Background: an optimization exercise with open tools, aiming at small area and a short achievable clock period. Do not read the settings as production practice.
No activity file was given, so power comes from the tool's default toggle rates.

==> flow/design.v <==
module AXI4StreamMaster (
    clock,
    resetn,
    TDATA, TLAST, TID, TDEST, TVALID, TREADY,
    S_AXI_AWADDR, S_AXI_AWPROT, S_AXI_AWVALID, S_AXI_AWREADY,
    S_AXI_WDATA, S_AXI_WSTRB, S_AXI_WVALID, S_AXI_WREADY,
    S_AXI_BRESP, S_AXI_BVALID, S_AXI_BREADY,
    S_AXI_ARADDR, S_AXI_ARPROT, S_AXI_ARVALID, S_AXI_ARREADY,
    S_AXI_RDATA, S_AXI_RRESP, S_AXI_RVALID, S_AXI_RREADY
);
input  logic [4:0]  S_AXI_AWADDR;
input  logic [2:0]  S_AXI_AWPROT;
input  logic        S_AXI_AWVALID;
output logic        S_AXI_AWREADY;
input  logic [31:0] S_AXI_WDATA;
input  logic [3:0]  S_AXI_WSTRB;
input  logic        S_AXI_WVALID;
output logic        S_AXI_WREADY;
output logic [1:0]  S_AXI_BRESP;
output logic        S_AXI_BVALID;
input  logic        S_AXI_BREADY;
input  logic [4:0]  S_AXI_ARADDR;
input  logic [2:0]  S_AXI_ARPROT;
input  logic        S_AXI_ARVALID;
output logic        S_AXI_ARREADY;
output logic [31:0] S_AXI_RDATA;
output logic [1:0]  S_AXI_RRESP;
output logic        S_AXI_RVALID;
input  logic        S_AXI_RREADY;
input  logic        clock;
input  logic        resetn;
output logic [31:0] TDATA;
output logic        TLAST;
output logic [1:0]  TID;
output logic [1:0]  TDEST;
output logic        TVALID;
input  logic        TREADY;
logic [31:0] reg_control;
logic [31:0] reg_num_bytes;
logic [1:0]  dest_lo;
logic [31:2] dest_hi;
logic        ctrl_wr, dest_wr;
logic        wready;
logic        sel_ctrl, sel_nb, sel_dest;
logic        bvalid;
logic        rvalid;
logic [31:0] rdata;
logic        start;
logic        busy;
logic        tlast_q;
logic        busy_next;
logic [31:0] cnt;
wire aw_hs = S_AXI_AWVALID & ~wready;
wire w_hs  = S_AXI_WVALID & wready;
wire we_ctrl = w_hs & sel_ctrl;
wire we_nb   = w_hs & sel_nb;
wire we_dest = w_hs & sel_dest;
assign S_AXI_AWREADY = ~wready;
assign S_AXI_WREADY  = wready;
assign S_AXI_BVALID  = bvalid;
assign S_AXI_BRESP   = 2'b00;
assign S_AXI_ARREADY = ~rvalid;
assign S_AXI_RVALID  = rvalid;
assign S_AXI_RDATA   = rdata;
assign S_AXI_RRESP   = 2'b00;
always_ff @(posedge clock) begin
    if (!resetn) begin
        wready <= 1'b0;
        bvalid <= 1'b0;
        rvalid <= 1'b0;
        start  <= 1'b0;
        busy   <= 1'b0;
        ctrl_wr <= 1'b0;
        dest_wr <= 1'b0;
        reg_num_bytes <= '0;
        dest_lo <= 2'b00;
    end else begin
        wready <= wready ? ~S_AXI_WVALID : S_AXI_AWVALID;
        bvalid <= w_hs | (bvalid & ~S_AXI_BREADY);
        rvalid <= rvalid ? ~S_AXI_RREADY : S_AXI_ARVALID;
        start  <= we_ctrl & S_AXI_WDATA[0];
        busy   <= busy_next;
        if (we_ctrl) ctrl_wr <= 1'b1;
        if (we_dest) dest_wr <= 1'b1;
        if (we_nb)   reg_num_bytes <= S_AXI_WDATA;
        if (we_dest) dest_lo <= S_AXI_WDATA[1:0];
    end
end
always_ff @(posedge clock) begin
    if (aw_hs) begin
        sel_ctrl <= (S_AXI_AWADDR == 5'h00);
        sel_nb   <= (S_AXI_AWADDR == 5'h10);
        sel_dest <= (S_AXI_AWADDR == 5'h14);
    end
    if (we_ctrl) reg_control <= S_AXI_WDATA;
    if (we_dest) dest_hi <= S_AXI_WDATA[31:2];
end
wire ar_ctrl = (S_AXI_ARADDR == 5'h00) & ctrl_wr;
wire ar_stat = (S_AXI_ARADDR == 5'h04);
wire ar_nb   = (S_AXI_ARADDR == 5'h10);
wire ar_dest = (S_AXI_ARADDR == 5'h14) & dest_wr;
wire [31:0] rd_val = ({32{ar_ctrl}} & reg_control)
                   | ({32{ar_nb}}   & reg_num_bytes)
                   | ({32{ar_dest}} & {dest_hi, dest_lo})
                   | {31'b0, ar_stat & busy};
always_ff @(posedge clock) begin
    if (!rvalid) rdata <= rd_val;
end
wire inc = busy & TREADY;
wire [31:0] cnt_p1 = cnt + 32'd1;
always_ff @(posedge clock) begin
    if (start)    cnt <= '0;
    else if (inc) cnt <= cnt_p1;
end
function automatic logic [2:0] cmp12(input logic [31:0] a, input logic [31:0] b);
    logic hi;
    hi = 1'b1;
    for (int i = 2; i < 32; i++)
        hi = hi & ((a[i] ^ b[i]) == (a[i-1] & ~b[i-1]));
    cmp12 = {hi,
             (a[0] != b[0]) & ((a[1] ^ b[1]) == (a[0] & ~b[0])),
             (a[0] == b[0]) & (a[1] != b[1])};
endfunction
wire [31:0] Kq = {2'b00, reg_num_bytes[31:2]};
wire [31:0] Kw = {2'b00, S_AXI_WDATA[31:2]};
wire [2:0]  ck = cmp12(cnt, Kq);
wire [2:0]  cw = cmp12(cnt, Kw);
wire k_is_1 = (Kq == 32'd1);
wire m_next = we_nb ? (cw[2] & (inc ? cw[0] : cw[1]))
            : start ? k_is_1
            : (ck[2] & (inc ? ck[0] : ck[1]));
assign busy_next = start | (busy & ~(tlast_q & TREADY));
always_ff @(posedge clock) begin
    tlast_q <= busy_next & m_next;
end
assign TVALID = busy;
assign TDATA  = cnt;
assign TLAST  = tlast_q;
assign TDEST  = dest_lo;
assign TID    = 2'b00;
endmodule
clock: 4.5 ns
lec_check: 0
cap_margin: 20
core_margin: 2
core_utilization: 40
setup_slack_margin: 2.5
slew_margin: 20
run.sh (not shown) runs the stock make flow with config.mk's settings and CLKGATE_MAP_FILE= SYNTH_SCRIPT=/design/flow/synth_recipe.tcl, a recipe that flattens the netlist after the stock synthesis.
The first run finished clean.
Then changed:
--- a/flow/design.v
+++ b/flow/design.v
@@ -105,14 +105,13 @@
                    | {31'b0, ar_stat & busy};
 always_ff @(posedge clock) begin
     if (!rvalid) rdata <= rd_val;
 end
 wire inc = busy & TREADY;
-wire [31:0] cnt_p1 = cnt + 32'd1;
 always_ff @(posedge clock) begin
-    if (start)    cnt <= '0;
-    else if (inc) cnt <= cnt_p1;
+    if (start) cnt <= '0;
+    else       cnt <= cnt + {31'b0, inc};
 end
 function automatic logic [2:0] cmp12(input logic [31:0] a, input logic [31:0] b);
     logic hi;
     hi = 1'b1;
     for (int i = 2; i < 32; i++)
=> Total power climbs by 0.32%. Critical path depth climbs by 2. Wire length climbs by 0.64%. Via count drops by 1.2%. Cell count drops by 0.83%. Sequential cell count stays the same. Core utilization climbs by 0.72 points. Setup slack degrades by 0.10 ns. Sequential power hardly moves. Die area drops by 0.62%.
Function was not checked in any run of this note: the RTL went through the layout flow alone.

========
Another version of the RTL of AXI4StreamMaster (not shown whole).
Size: about 690 cells after synthesis, about 8200 sq um of cells after synthesis.
==> module AXI4StreamMaster, before the edit <==
module AXI4StreamMaster (
    clock,
    resetn,
    TDATA, TLAST, TID, TDEST, TVALID, TREADY,
    S_AXI_AWADDR, S_AXI_AWPROT, S_AXI_AWVALID, S_AXI_AWREADY,
    S_AXI_WDATA, S_AXI_WSTRB, S_AXI_WVALID, S_AXI_WREADY,
    S_AXI_BRESP, S_AXI_BVALID, S_AXI_BREADY,
    S_AXI_ARADDR, S_AXI_ARPROT, S_AXI_ARVALID, S_AXI_ARREADY,
    S_AXI_RDATA, S_AXI_RRESP, S_AXI_RVALID, S_AXI_RREADY
);
input  logic [4:0]  S_AXI_AWADDR;
input  logic [2:0]  S_AXI_AWPROT;
input  logic        S_AXI_AWVALID;
output logic        S_AXI_AWREADY;
input  logic [31:0] S_AXI_WDATA;
input  logic [3:0]  S_AXI_WSTRB;
input  logic        S_AXI_WVALID;
output logic        S_AXI_WREADY;
output logic [1:0]  S_AXI_BRESP;
output logic        S_AXI_BVALID;
input  logic        S_AXI_BREADY;
input  logic [4:0]  S_AXI_ARADDR;
input  logic [2:0]  S_AXI_ARPROT;
input  logic        S_AXI_ARVALID;
output logic        S_AXI_ARREADY;
output logic [31:0] S_AXI_RDATA;
output logic [1:0]  S_AXI_RRESP;
output logic        S_AXI_RVALID;
input  logic        S_AXI_RREADY;
input  logic        clock;
input  logic        resetn;
output logic [31:0] TDATA;
output logic        TLAST;
output logic [1:0]  TID;
output logic [1:0]  TDEST;
output logic        TVALID;
input  logic        TREADY;
logic [31:0] reg_control;
logic [31:0] reg_num_bytes;
logic [1:0]  dest_lo;
logic [31:2] dest_hi;
logic        ctrl_wr, dest_wr, nb_wr;
logic        wready;
logic        sel_ctrl, sel_nb, sel_dest;
logic        bvalid;
logic        rvalid;
logic [31:0] rdata;
logic        start;
logic        busy;
logic        busy_next;
logic [31:0] cnt;
wire aw_hs = S_AXI_AWVALID & ~wready;
wire w_hs  = S_AXI_WVALID & wready;
wire we_ctrl = w_hs & sel_ctrl;
wire we_nb   = w_hs & sel_nb;
wire we_dest = w_hs & sel_dest;
assign S_AXI_AWREADY = ~wready;
assign S_AXI_WREADY  = wready;
assign S_AXI_BVALID  = bvalid;
assign S_AXI_BRESP   = 2'b00;
assign S_AXI_ARREADY = ~rvalid;
assign S_AXI_RVALID  = rvalid;
assign S_AXI_RDATA   = rdata;
assign S_AXI_RRESP   = 2'b00;
always_ff @(posedge clock) begin
    if (!resetn) begin
        wready <= 1'b0;
        bvalid <= 1'b0;
        rvalid <= 1'b0;
        start  <= 1'b0;
        busy   <= 1'b0;
        ctrl_wr <= 1'b0;
        dest_wr <= 1'b0;
        nb_wr   <= 1'b0;
        dest_lo <= 2'b00;
    end else begin
        wready <= wready ? ~S_AXI_WVALID : S_AXI_AWVALID;
        bvalid <= w_hs | (bvalid & ~S_AXI_BREADY);
        rvalid <= rvalid ? ~S_AXI_RREADY : S_AXI_ARVALID;
        start  <= we_ctrl & S_AXI_WDATA[0];
        busy   <= busy_next;
        if (we_ctrl) ctrl_wr <= 1'b1;
        if (we_dest) dest_wr <= 1'b1;
        if (we_nb)   nb_wr <= 1'b1;
        if (we_dest) dest_lo <= S_AXI_WDATA[1:0];
    end
end
always_ff @(posedge clock) begin
    if (aw_hs) begin
        sel_ctrl <= (S_AXI_AWADDR == 5'h00);
        sel_nb   <= (S_AXI_AWADDR == 5'h10);
        sel_dest <= (S_AXI_AWADDR == 5'h14);
    end
    if (we_ctrl) reg_control <= S_AXI_WDATA;
    if (we_nb)   reg_num_bytes <= S_AXI_WDATA;
    if (we_dest) dest_hi <= S_AXI_WDATA[31:2];
end
wire ar_ctrl = (S_AXI_ARADDR == 5'h00) & ctrl_wr;
wire ar_stat = (S_AXI_ARADDR == 5'h04);
wire ar_nb   = (S_AXI_ARADDR == 5'h10) & nb_wr;
wire ar_dest = (S_AXI_ARADDR == 5'h14) & dest_wr;
wire [31:0] rd_val = ({32{ar_ctrl}} & reg_control)
                   | ({32{ar_nb}}   & reg_num_bytes)
                   | ({32{ar_dest}} & {dest_hi, dest_lo})
                   | {31'b0, ar_stat & busy};
always_ff @(posedge clock) begin
    if (!rvalid) rdata <= rd_val;
end
wire inc = busy & TREADY;
wire [31:1] q1 = cnt[31:1] + 31'd1;
always_ff @(posedge clock) begin
    if (start) cnt <= '0;
    else if (inc) begin
        cnt[0] <= ~cnt[0];
        if (cnt[0]) cnt[31:1] <= q1;
    end
end
function automatic logic hi_ok(input logic [31:0] a, input logic [31:0] b, input int lo, input int hi);
    hi_ok = 1'b1;
    for (int i = lo; i <= hi; i++)
        hi_ok = hi_ok & ((a[i] ^ b[i]) == (a[i-1] & ~b[i-1]));
endfunction
function automatic logic lo_ok(input logic [31:0] a, input logic [31:0] b, input logic two);
    lo_ok = two ? ((a[0] == b[0]) & (a[1] != b[1]))
                : ((a[0] != b[0]) & ((a[1] ^ b[1]) == (a[0] & ~b[0])));
endfunction
wire [31:0] Kq = {2'b00, reg_num_bytes[31:2]};
wire [31:0] Kw = {2'b00, S_AXI_WDATA[31:2]};
wire k_is_1 = (Kq == 32'd1);
wire n_reg = nb_wr ? ((q1 == Kq[31:1]) & (cnt[0] == Kq[0]))
                   : ((&cnt[31:1]) & ~cnt[0]);
wire m_reg = start ? (nb_wr & k_is_1)
           : inc ? n_reg : TLAST;
logic tlast_a, tlast_b;
assign busy_next = start | (busy & ~(TLAST & TREADY));
always_ff @(posedge clock) begin
    tlast_a <= ~we_nb | hi_ok(cnt, Kw, 17, 31);
    tlast_b <= busy_next & (we_nb ? (hi_ok(cnt, Kw, 2, 16) & lo_ok(cnt, Kw, inc)) : m_reg);
end
assign TVALID = busy;
assign TDATA  = cnt;
assign TLAST  = tlast_a & tlast_b;
assign TDEST  = dest_lo;
assign TID    = 2'b00;
endmodule
clock: 4.5 ns
lec_check: 0
cap_margin: 20
core_margin: 2
core_utilization: 40
setup_slack_margin: 2.5
slew_margin: 20
standard.sh (not shown) runs the stock make flow with config.mk's settings and CLKGATE_MAP_FILE= SYNTH_SCRIPT=/design/flow/synth_recipe.tcl, a recipe that flattens the netlist after the stock synthesis.
==> flow/flow/run.sh <==
#!/bin/bash
# Standard synthesis, then the standard layout with plain buf_1 port buffers
# and the clock tree options below.
set -euo pipefail
bash standard.sh synth > synth.log 2>&1
bash standard.sh "BUFFER_PORTS_ARGS=-buffer_cell sky130_fd_sc_hd__buf_1" "CTS_ARGS=-sink_clustering_enable -repair_clock_nets -dont_use_dummy_load" finish > layout.log 2>&1
Then changed:
--- a/flow/design.v
+++ b/flow/design.v
@@ -38,48 +38,56 @@
 logic [31:0] reg_control;
 logic [31:0] reg_num_bytes;
 logic [1:0]  dest_lo;
 logic [31:2] dest_hi;
 logic        ctrl_wr, dest_wr, nb_wr;
 logic        wready;
+logic        awready;    
 logic        sel_ctrl, sel_nb, sel_dest;
 logic        bvalid;
 logic        rvalid;
+logic        arready;    
 logic [31:0] rdata;
 logic        start;
 logic        busy;
 logic        busy_next;
 logic [31:0] cnt;
 wire aw_hs = S_AXI_AWVALID & ~wready;
+wire wready_next = wready ? ~S_AXI_WVALID : S_AXI_AWVALID;
+wire rvalid_next = rvalid ? ~S_AXI_RREADY : S_AXI_ARVALID;
 wire w_hs  = S_AXI_WVALID & wready;
 wire we_ctrl = w_hs & sel_ctrl;
 wire we_nb   = w_hs & sel_nb;
 wire we_dest = w_hs & sel_dest;
-assign S_AXI_AWREADY = ~wready;
+assign S_AXI_AWREADY = awready;
 assign S_AXI_WREADY  = wready;
 assign S_AXI_BVALID  = bvalid;
 assign S_AXI_BRESP   = 2'b00;
-assign S_AXI_ARREADY = ~rvalid;
+assign S_AXI_ARREADY = arready;
 assign S_AXI_RVALID  = rvalid;
 assign S_AXI_RDATA   = rdata;
 assign S_AXI_RRESP   = 2'b00;
 always_ff @(posedge clock) begin
     if (!resetn) begin
         wready <= 1'b0;
+        awready <= 1'b1;
+        arready <= 1'b1;
         bvalid <= 1'b0;
         rvalid <= 1'b0;
         start  <= 1'b0;
         busy   <= 1'b0;
         ctrl_wr <= 1'b0;
         dest_wr <= 1'b0;
         nb_wr   <= 1'b0;
         dest_lo <= 2'b00;
     end else begin
-        wready <= wready ? ~S_AXI_WVALID : S_AXI_AWVALID;
+        wready <= wready_next;
+        awready <= ~wready_next;
         bvalid <= w_hs | (bvalid & ~S_AXI_BREADY);
-        rvalid <= rvalid ? ~S_AXI_RREADY : S_AXI_ARVALID;
+        rvalid <= rvalid_next;
+        arready <= ~rvalid_next;
         start  <= we_ctrl & S_AXI_WDATA[0];
         busy   <= busy_next;
         if (we_ctrl) ctrl_wr <= 1'b1;
         if (we_dest) dest_wr <= 1'b1;
         if (we_nb)   nb_wr <= 1'b1;
         if (we_dest) dest_lo <= S_AXI_WDATA[1:0];
@@ -104,19 +112,16 @@
                    | ({32{ar_dest}} & {dest_hi, dest_lo})
                    | {31'b0, ar_stat & busy};
 always_ff @(posedge clock) begin
     if (!rvalid) rdata <= rd_val;
 end
 wire inc = busy & TREADY;
-wire [31:1] q1 = cnt[31:1] + 31'd1;
+wire [31:0] cnt_p1 = cnt + 32'd1;
 always_ff @(posedge clock) begin
-    if (start) cnt <= '0;
-    else if (inc) begin
-        cnt[0] <= ~cnt[0];
-        if (cnt[0]) cnt[31:1] <= q1;
-    end
+    if (start)    cnt <= '0;
+    else if (inc) cnt <= cnt_p1;
 end
 function automatic logic hi_ok(input logic [31:0] a, input logic [31:0] b, input int lo, input int hi);
     hi_ok = 1'b1;
     for (int i = lo; i <= hi; i++)
         hi_ok = hi_ok & ((a[i] ^ b[i]) == (a[i-1] & ~b[i-1]));
 endfunction
@@ -124,22 +129,23 @@
     lo_ok = two ? ((a[0] == b[0]) & (a[1] != b[1]))
                 : ((a[0] != b[0]) & ((a[1] ^ b[1]) == (a[0] & ~b[0])));
 endfunction
 wire [31:0] Kq = {2'b00, reg_num_bytes[31:2]};
 wire [31:0] Kw = {2'b00, S_AXI_WDATA[31:2]};
 wire k_is_1 = (Kq == 32'd1);
-wire n_reg = nb_wr ? ((q1 == Kq[31:1]) & (cnt[0] == Kq[0]))
-                   : ((&cnt[31:1]) & ~cnt[0]);
+wire ones_hi = &cnt[31:2];
 wire m_reg = start ? (nb_wr & k_is_1)
-           : inc ? n_reg : TLAST;
-logic tlast_a, tlast_b;
+           : nb_wr ? (hi_ok(cnt, Kq, 2, 31) & lo_ok(cnt, Kq, inc))
+           : (ones_hi & cnt[1] & (cnt[0] ^ inc));
+logic tlast_a, tlast_b, tlast_c;
 assign busy_next = start | (busy & ~(TLAST & TREADY));
 always_ff @(posedge clock) begin
-    tlast_a <= ~we_nb | hi_ok(cnt, Kw, 17, 31);
-    tlast_b <= busy_next & (we_nb ? (hi_ok(cnt, Kw, 2, 16) & lo_ok(cnt, Kw, inc)) : m_reg);
+    tlast_a <= ~we_nb | hi_ok(cnt, Kw, 22, 31);
+    tlast_b <= ~we_nb | hi_ok(cnt, Kw, 12, 21);
+    tlast_c <= busy_next & (we_nb ? (hi_ok(cnt, Kw, 2, 11) & lo_ok(cnt, Kw, inc)) : m_reg);
 end
 assign TVALID = busy;
 assign TDATA  = cnt;
-assign TLAST  = tlast_a & tlast_b;
+assign TLAST  = tlast_a & tlast_b & tlast_c;
 assign TDEST  = dest_lo;
 assign TID    = 2'b00;
 endmodule
Outcome:
- The changed run finished clean
- wire length decreases by 11%
- utilization came out lower by 2.3 points
- area after synthesis hardly moves
- critical path depth is lower by 6
- first-iteration DRC count is lower by 25%
- clock power hardly moves
- worst setup slack improves by 400 ps
- non-clock buffer count goes down by 32
- worst hold slack is better by 10 ps
Function was not checked in any run of this note: the RTL went through the layout flow alone.

what the ideal ports hide:
How much do the figures lean on ideal ports? The routed layouts below were timed once more, with nothing changed but the port constraints. Step 1: set_driving_cell puts a clkbuf_16 on clock and a buf_2 on each other input, an assumption about the parent block. Step 2 also shifts input and output timing later by t, the mid clock arrival at the registers, as if the neighbouring blocks saw the same clock. Slacks: ideal / step 1 / step 2; pairs: ideal / step 1.
run	shift t [ns]	setup WS [ns]	latest minus earliest clock arrival (ns)	worst data-port slew with drivers (ns)	cell pins on the clock port's net
the first run of note 1	0.472	2.501 / 2.478 / 2.027	0.009 / 0.009	0.05	1
the second run of note 1	0.463	2.398 / 2.377 / 1.914	0.016 / 0.016	0.06	1
the first run of note 2	0.460	2.127 / 2.127 / 1.737	0.020 / 0.020	0.07	1
the second run of note 2	0.468	2.531 / 2.486 / 2.091	0.014 / 0.014	0.07	1
After both steps setup and hold are still met in every run listed. For the second run of note 1, which loses most, drivers alone change the setup slack by -0.021 ns; drivers and shift together by -0.484 ns.
